Background: an optimization exercise with open tools, aiming at a short achievable clock period and few clock cycles. Do not read the settings as production practice.
Where RTL was checked, it was by simulation tests only, not by an equivalence proof against the original.
Power figures rest on the tool's default switching activity, not on a simulated workload.

P:
==> module CacheController, before the edit <==
module CacheController(
    rst,
    clk,
    wr,
    rd,
    data_rd,
    data_wr,
    addr_req,
    addr_resp,
    rdy,
    busy,
    wr_mem,
    rd_mem,
    busy_mem,
    data_rd_mem,
    data_wr_mem,
    addr_mem,
    cache_miss_count,
    cache_hit_count
    );
    input  rst;
    input  clk;
    input  wr;
    input  rd;
    output [31:0] data_rd;
    reg    [31:0] data_rd;
    input  [31:0] data_wr;
    input  [31:0] addr_req;
    output [31:0] addr_resp;
    reg    [31:0] addr_resp;
    output rdy;
    reg    rdy;
    output busy;
    reg    busy;
    output  wr_mem;
    output  rd_mem;
    input   busy_mem;
    input  [31:0] data_rd_mem;
    output [31:0] data_wr_mem;
    output [31:0] addr_mem;
    output [31:0] cache_miss_count;
    output [31:0] cache_hit_count;
    reg [15:0]  cache_valid;
    reg [23:0]  cache_tag [15:0];
    wire [23:0] addr_tag   = addr_req[31:8];
    wire [3:0]  addr_index = addr_req[7:4];
    wire req = wr | rd;
    assign rd_mem      = rd;
    assign wr_mem      = wr;
    assign addr_mem    = addr_req;
    assign data_wr_mem = data_wr;
    reg [15:0] line_hit;
    integer i;
    always @(*) begin
        for (i = 0; i < 16; i = i + 1)
            line_hit[i] = (addr_index == i) && cache_valid[i] && (cache_tag[i] == addr_tag);
    end
    wire hit = |line_hit;
    reg [31:0] cache_hit_count, cache_miss_count;
    always @(posedge clk or posedge rst) begin
        if (rst) begin
            cache_valid      <= 16'h0000;
            rdy              <= 1'b0;
            busy             <= 1'b1;
            cache_hit_count  <= 32'd0;
            cache_miss_count <= 32'd0;
        end else begin
            rdy  <= req;
            busy <= busy_mem;
            if (req) begin
                cache_valid[addr_index] <= 1'b1;
                if (hit)
                    cache_hit_count <= cache_hit_count + 32'd1;
                else
                    cache_miss_count <= cache_miss_count + 32'd1;
            end
        end
    end
    always @(posedge clk) begin
        if (req)
            cache_tag[addr_index] <= addr_tag;
    end
    always @(posedge clk or posedge rst) begin
        if (rst) begin
            addr_resp <= 32'h00000000;
            data_rd   <= 32'h00000000;
        end else begin
            addr_resp <= addr_req;
            data_rd   <= data_rd_mem;
        end
    end
endmodule
clock: 5.5 ns
lec_check: 0
abc_clock_period_in_ps: 2000
cap_margin: 20
core_margin: 2
core_utilization: 45
place_density: 0.6
setup_slack_margin: 3.1
slew_margin: 20
run.sh (not shown) runs the stock make flow with config.mk's settings and CLKGATE_MAP_FILE= SYNTH_SCRIPT=/design/flow/synth_recipe.tcl, a recipe that flattens the netlist after the stock synthesis.
For Q, these inputs were changed with respect to P:
diff --git a/flow/design.v b/flow/design.v
--- a/flow/design.v
+++ b/flow/design.v
@@ -56,26 +56,54 @@
         for (i = 0; i < 16; i = i + 1)
             line_hit[i] = (addr_index == i) && cache_valid[i] && (cache_tag[i] == addr_tag);
     end
     wire hit = |line_hit;
-    reg [31:0] cache_hit_count, cache_miss_count;
+    reg [31:0] hit_base, hit_base1, miss_base, miss_base1;
+    reg [7:0]  hit_sel, miss_sel;
+    wire [31:0] hit_now, miss_now;    
+    genvar g;
+    generate
+        for (g = 0; g < 8; g = g + 1) begin : grp
+            assign hit_now[4*g+3:4*g]  = hit_sel[g]  ? hit_base1[4*g+3:4*g]  : hit_base[4*g+3:4*g];
+            assign miss_now[4*g+3:4*g] = miss_sel[g] ? miss_base1[4*g+3:4*g] : miss_base[4*g+3:4*g];
+        end
+    endgenerate
+    assign cache_hit_count  = hit_now;
+    assign cache_miss_count = miss_now;
+    wire [7:0] hit_carry, miss_carry;
+    generate
+        for (g = 0; g < 8; g = g + 1) begin : cry
+            if (g == 0) begin : c0
+                assign hit_carry[g]  = 1'b1;
+                assign miss_carry[g] = 1'b1;
+            end else begin : cn
+                assign hit_carry[g]  = &hit_now[4*g-1:0];
+                assign miss_carry[g] = &miss_now[4*g-1:0];
+            end
+        end
+    endgenerate
     always @(posedge clk or posedge rst) begin
         if (rst) begin
-            cache_valid      <= 16'h0000;
-            rdy              <= 1'b0;
-            busy             <= 1'b1;
-            cache_hit_count  <= 32'd0;
-            cache_miss_count <= 32'd0;
+            cache_valid <= 16'h0000;
+            rdy         <= 1'b0;
+            busy        <= 1'b1;
+            hit_sel     <= 8'h00;
+            miss_sel    <= 8'h00;
+            hit_base    <= 32'd0;
+            hit_base1   <= 32'd1;
+            miss_base   <= 32'd0;
+            miss_base1  <= 32'd1;
         end else begin
-            rdy  <= req;
-            busy <= busy_mem;
-            if (req) begin
+            rdy        <= req;
+            busy       <= busy_mem;
+            hit_sel    <= (req &&  hit) ? hit_carry  : 8'h00;
+            miss_sel   <= (req && !hit) ? miss_carry : 8'h00;
+            hit_base   <= hit_now;
+            hit_base1  <= hit_now + 32'd1;
+            miss_base  <= miss_now;
+            miss_base1 <= miss_now + 32'd1;
+            if (req)
                 cache_valid[addr_index] <= 1'b1;
-                if (hit)
-                    cache_hit_count <= cache_hit_count + 32'd1;
-                else
-                    cache_miss_count <= cache_miss_count + 32'd1;
-            end
         end
     end
     always @(posedge clk) begin
         if (req)
## What came out
Between Q and P, met3 wire length is lower for Q, P comes in above that.
Q against P: global routing met3 resource utilization saw a decrease; vias per cell saw a decrease; sum of internal, switching and leakage power saw an increase; wire length of the first global-routing pass saw an increase; total iterations of the first detailed-routing run saw an increase.
Summary of Q over P: total detailed-routing wirelength went up by about 5.3%, die area went up by 0.0062 sq mm, sequential group share of total power went down by 0.4 points, count of multi-input gates went up by 5.3%, inverter count of the layout excluding clock inverters went up by 24.
P → Q: H-tree depth now sits higher; worst setup margin now sits higher; multi-input logic area now sits higher.
Testbench counts of Q, summed over its fixed seeds: cycles 16,008.
The RTL of P was laid out without a check of its function.

---

ember:
The RTL this note starts from:
==> flow/design.v <==
`timescale 1ns / 1ps
module CacheController(
    rst,
    clk,
    wr,
    rd,
    data_rd,
    data_wr,
    addr_req,
    addr_resp,
    rdy,
    busy,
    wr_mem,
    rd_mem,
    busy_mem,
    data_rd_mem,
    data_wr_mem,
    addr_mem,
    cache_miss_count,
    cache_hit_count
    );
    input  rst;
    input  clk;
    input  wr;
    input  rd;
    output [31:0] data_rd;
    reg    [31:0] data_rd;
    input  [31:0] data_wr;
    input  [31:0] addr_req;
    output [31:0] addr_resp;
    reg    [31:0] addr_resp;
    output rdy;
    reg    rdy;
    output busy;
    reg    busy;
    output  wr_mem;
    output  rd_mem;
    input   busy_mem;
    input  [31:0] data_rd_mem;
    output [31:0] data_wr_mem;
    output [31:0] addr_mem;
    output [31:0] cache_miss_count;
    output [31:0] cache_hit_count;
    reg [15:0]  cache_valid;
    reg [23:0]  cache_tag [15:0];
    wire [23:0] addr_tag   = addr_req[31:8];
    wire [3:0]  addr_index = addr_req[7:4];
    wire req = wr | rd;
    assign rd_mem      = rd;
    assign wr_mem      = wr;
    assign addr_mem    = addr_req;
    assign data_wr_mem = data_wr;
    reg [15:0] line_hit;
    integer i;
    always @(*) begin
        for (i = 0; i < 16; i = i + 1)
            line_hit[i] = (addr_index == i) && cache_valid[i] && (cache_tag[i] == addr_tag);
    end
    wire hit = |line_hit;
    reg [31:0] hit_base, hit_base1, miss_base, miss_base1;
    reg [7:0]  hit_sel, miss_sel;
    wire [31:0] hit_now, miss_now;    
    wire [31:0] hit_next  = hit_sel[0]  ? hit_base1  : hit_base;
    wire [31:0] miss_next = miss_sel[0] ? miss_base1 : miss_base;
    genvar g;
    generate
        for (g = 0; g < 8; g = g + 1) begin : grp
            assign hit_now[4*g+3:4*g]  = hit_sel[g]  ? hit_base1[4*g+3:4*g]  : hit_base[4*g+3:4*g];
            assign miss_now[4*g+3:4*g] = miss_sel[g] ? miss_base1[4*g+3:4*g] : miss_base[4*g+3:4*g];
        end
    endgenerate
    assign cache_hit_count  = hit_now;
    assign cache_miss_count = miss_now;
    wire [7:0] hit_carry, miss_carry;
    generate
        for (g = 0; g < 8; g = g + 1) begin : cry
            if (g == 0) begin : c0
                assign hit_carry[g]  = 1'b1;
                assign miss_carry[g] = 1'b1;
            end else begin : cn
                assign hit_carry[g]  = &hit_next[4*g-1:0];
                assign miss_carry[g] = &miss_next[4*g-1:0];
            end
        end
    endgenerate
    always @(posedge clk or posedge rst) begin
        if (rst) begin
            cache_valid <= 16'h0000;
            rdy         <= 1'b0;
            busy        <= 1'b1;
            hit_sel     <= 8'h00;
            miss_sel    <= 8'h00;
            hit_base    <= 32'd0;
            hit_base1   <= 32'd1;
            miss_base   <= 32'd0;
            miss_base1  <= 32'd1;
        end else begin
            rdy        <= req;
            busy       <= busy_mem;
            hit_sel    <= (req &&  hit) ? hit_carry  : 8'h00;
            miss_sel   <= (req && !hit) ? miss_carry : 8'h00;
            hit_base   <= hit_next;
            hit_base1  <= hit_next + 32'd1;
            miss_base  <= miss_next;
            miss_base1 <= miss_next + 32'd1;
            if (req)
                cache_valid[addr_index] <= 1'b1;
        end
    end
    always @(posedge clk) begin
        if (req)
            cache_tag[addr_index] <= addr_tag;
    end
    always @(posedge clk or posedge rst) begin
        if (rst) begin
            addr_resp <= 32'h00000000;
            data_rd   <= 32'h00000000;
        end else begin
            addr_resp <= addr_req;
            data_rd   <= data_rd_mem;
        end
    end
endmodule
clock: 5.5 ns
lec_check: 0
abc_clock_period_in_ps: 2000
cap_margin: 20
core_margin: 2
core_utilization: 45
cts_cluster_diameter: 80
cts_cluster_size: 40
place_density: 0.6
setup_slack_margin: 3.2
slew_margin: 20
ember finished all stages; the layout is clean.
Modified inputs, juniper compared to ember
-- flow/design.v --
<<< ember, line 57
            line_hit[i] = (addr_index == i) && cache_valid[i] && (cache_tag[i] == addr_tag);
    end
    wire hit = |line_hit;
    reg [31:0] hit_base, hit_base1, miss_base, miss_base1;
    reg [7:0]  hit_sel, miss_sel;
    wire [31:0] hit_now, miss_now;    
    wire [31:0] hit_next  = hit_sel[0]  ? hit_base1  : hit_base;
    wire [31:0] miss_next = miss_sel[0] ? miss_base1 : miss_base;
    genvar g;
    generate
>>> juniper, line 57
            line_hit[i] = (addr_index == i) && cache_valid[i] && (cache_tag[i] == addr_tag);
    end
    wire hit_lo  = |line_hit[7:0];
    wire hit_hi  = |line_hit[15:8];
    wire miss_lo = !addr_index[3] && !hit_lo;
    wire miss_hi =  addr_index[3] && !hit_hi;
    reg [31:0] hit_base, hit_base1, miss_base, miss_base1;
    reg [7:0]  hit_sel_lo, hit_sel_hi, miss_sel_lo, miss_sel_hi;
    wire [7:0] hit_sel  = hit_sel_lo  | hit_sel_hi;
    wire [7:0] miss_sel = miss_sel_lo | miss_sel_hi;
    wire [31:0] hit_now, miss_now;    
    genvar g;
    generate
<<< ember, line 79
                assign miss_carry[g] = 1'b1;
            end else begin : cn
                assign hit_carry[g]  = &hit_next[4*g-1:0];
                assign miss_carry[g] = &miss_next[4*g-1:0];
            end
        end
>>> juniper, line 82
                assign miss_carry[g] = 1'b1;
            end else begin : cn
                assign hit_carry[g]  = &hit_now[4*g-1:0];
                assign miss_carry[g] = &miss_now[4*g-1:0];
            end
        end
<<< ember, line 89
            rdy         <= 1'b0;
            busy        <= 1'b1;
            hit_sel     <= 8'h00;
            miss_sel    <= 8'h00;
            hit_base    <= 32'd0;
            hit_base1   <= 32'd1;
>>> juniper, line 92
            rdy         <= 1'b0;
            busy        <= 1'b1;
            hit_sel_lo  <= 8'h00;
            hit_sel_hi  <= 8'h00;
            miss_sel_lo <= 8'h00;
            miss_sel_hi <= 8'h00;
            hit_base    <= 32'd0;
            hit_base1   <= 32'd1;
<<< ember, line 98
            rdy        <= req;
            busy       <= busy_mem;
            hit_sel    <= (req &&  hit) ? hit_carry  : 8'h00;
            miss_sel   <= (req && !hit) ? miss_carry : 8'h00;
            hit_base   <= hit_next;
            hit_base1  <= hit_next + 32'd1;
            miss_base  <= miss_next;
            miss_base1 <= miss_next + 32'd1;
            if (req)
                cache_valid[addr_index] <= 1'b1;
>>> juniper, line 103
            rdy        <= req;
            busy       <= busy_mem;
            hit_sel_lo  <= (req && hit_lo)  ? hit_carry  : 8'h00;
            hit_sel_hi  <= (req && hit_hi)  ? hit_carry  : 8'h00;
            miss_sel_lo <= (req && miss_lo) ? miss_carry : 8'h00;
            miss_sel_hi <= (req && miss_hi) ? miss_carry : 8'h00;
            hit_base   <= hit_now;
            hit_base1  <= hit_now + 32'd1;
            miss_base  <= miss_now;
            miss_base1 <= miss_now + 32'd1;
            if (req)
                cache_valid[addr_index] <= 1'b1;
Results
- juniper went all the way through the flow, and no timing, DRC or antenna check failed.
- Relative to ember, the power density normalized to cell area measured on juniper has decreased by a few percent.
- [compare] base=ember new=juniper: number of DRC violations after detailed-routing iteration 0 decreased 9, setup fix buffers added after clock tree synthesis went up 64%, static leakage climbed 0.92 nW.
- Side by side, sequential cell count turned out higher in juniper than in ember.
Function was not checked in any run of this note: the RTL went through the layout flow alone.

## separate check: timing with driven ports
No port has a modelled driver above. Below, the same layouts with a new extraction and two added sets of constraints.
Step 1 assumes that a clkbuf_16 drives the clock port and a buf_2 every other input.
Step 2 times the ports against the registers' clock, not the clock port: input delays grow and output delays shrink by t, the midpoint of the rising clock arrivals with the driver on.
Slacks: ideal / step 1 / step 2; pairs: ideal / step 1.
| run | shift t [ns] | setup WS [ns] | worst hold slack (ns) |
|---|---|---|---|
| P | 0.684 | 2.564 / 2.499 / 1.815 | 0.456 / 0.456 / 0.456 |
| Q | 0.657 | 2.743 / 2.681 / 2.110 | 0.465 / 0.465 / 0.465 |
| ember | 0.641 | 2.732 / 2.670 / 2.094 | 0.468 / 0.468 / 0.468 |
| juniper | 0.639 | 2.578 / 2.517 / 2.262 | 0.486 / 0.486 / 0.486 |
After both steps every run listed still meets setup and hold. The setup slack of P, which loses most, moves by -0.065 ns with the drivers and by -0.749 ns with both steps.
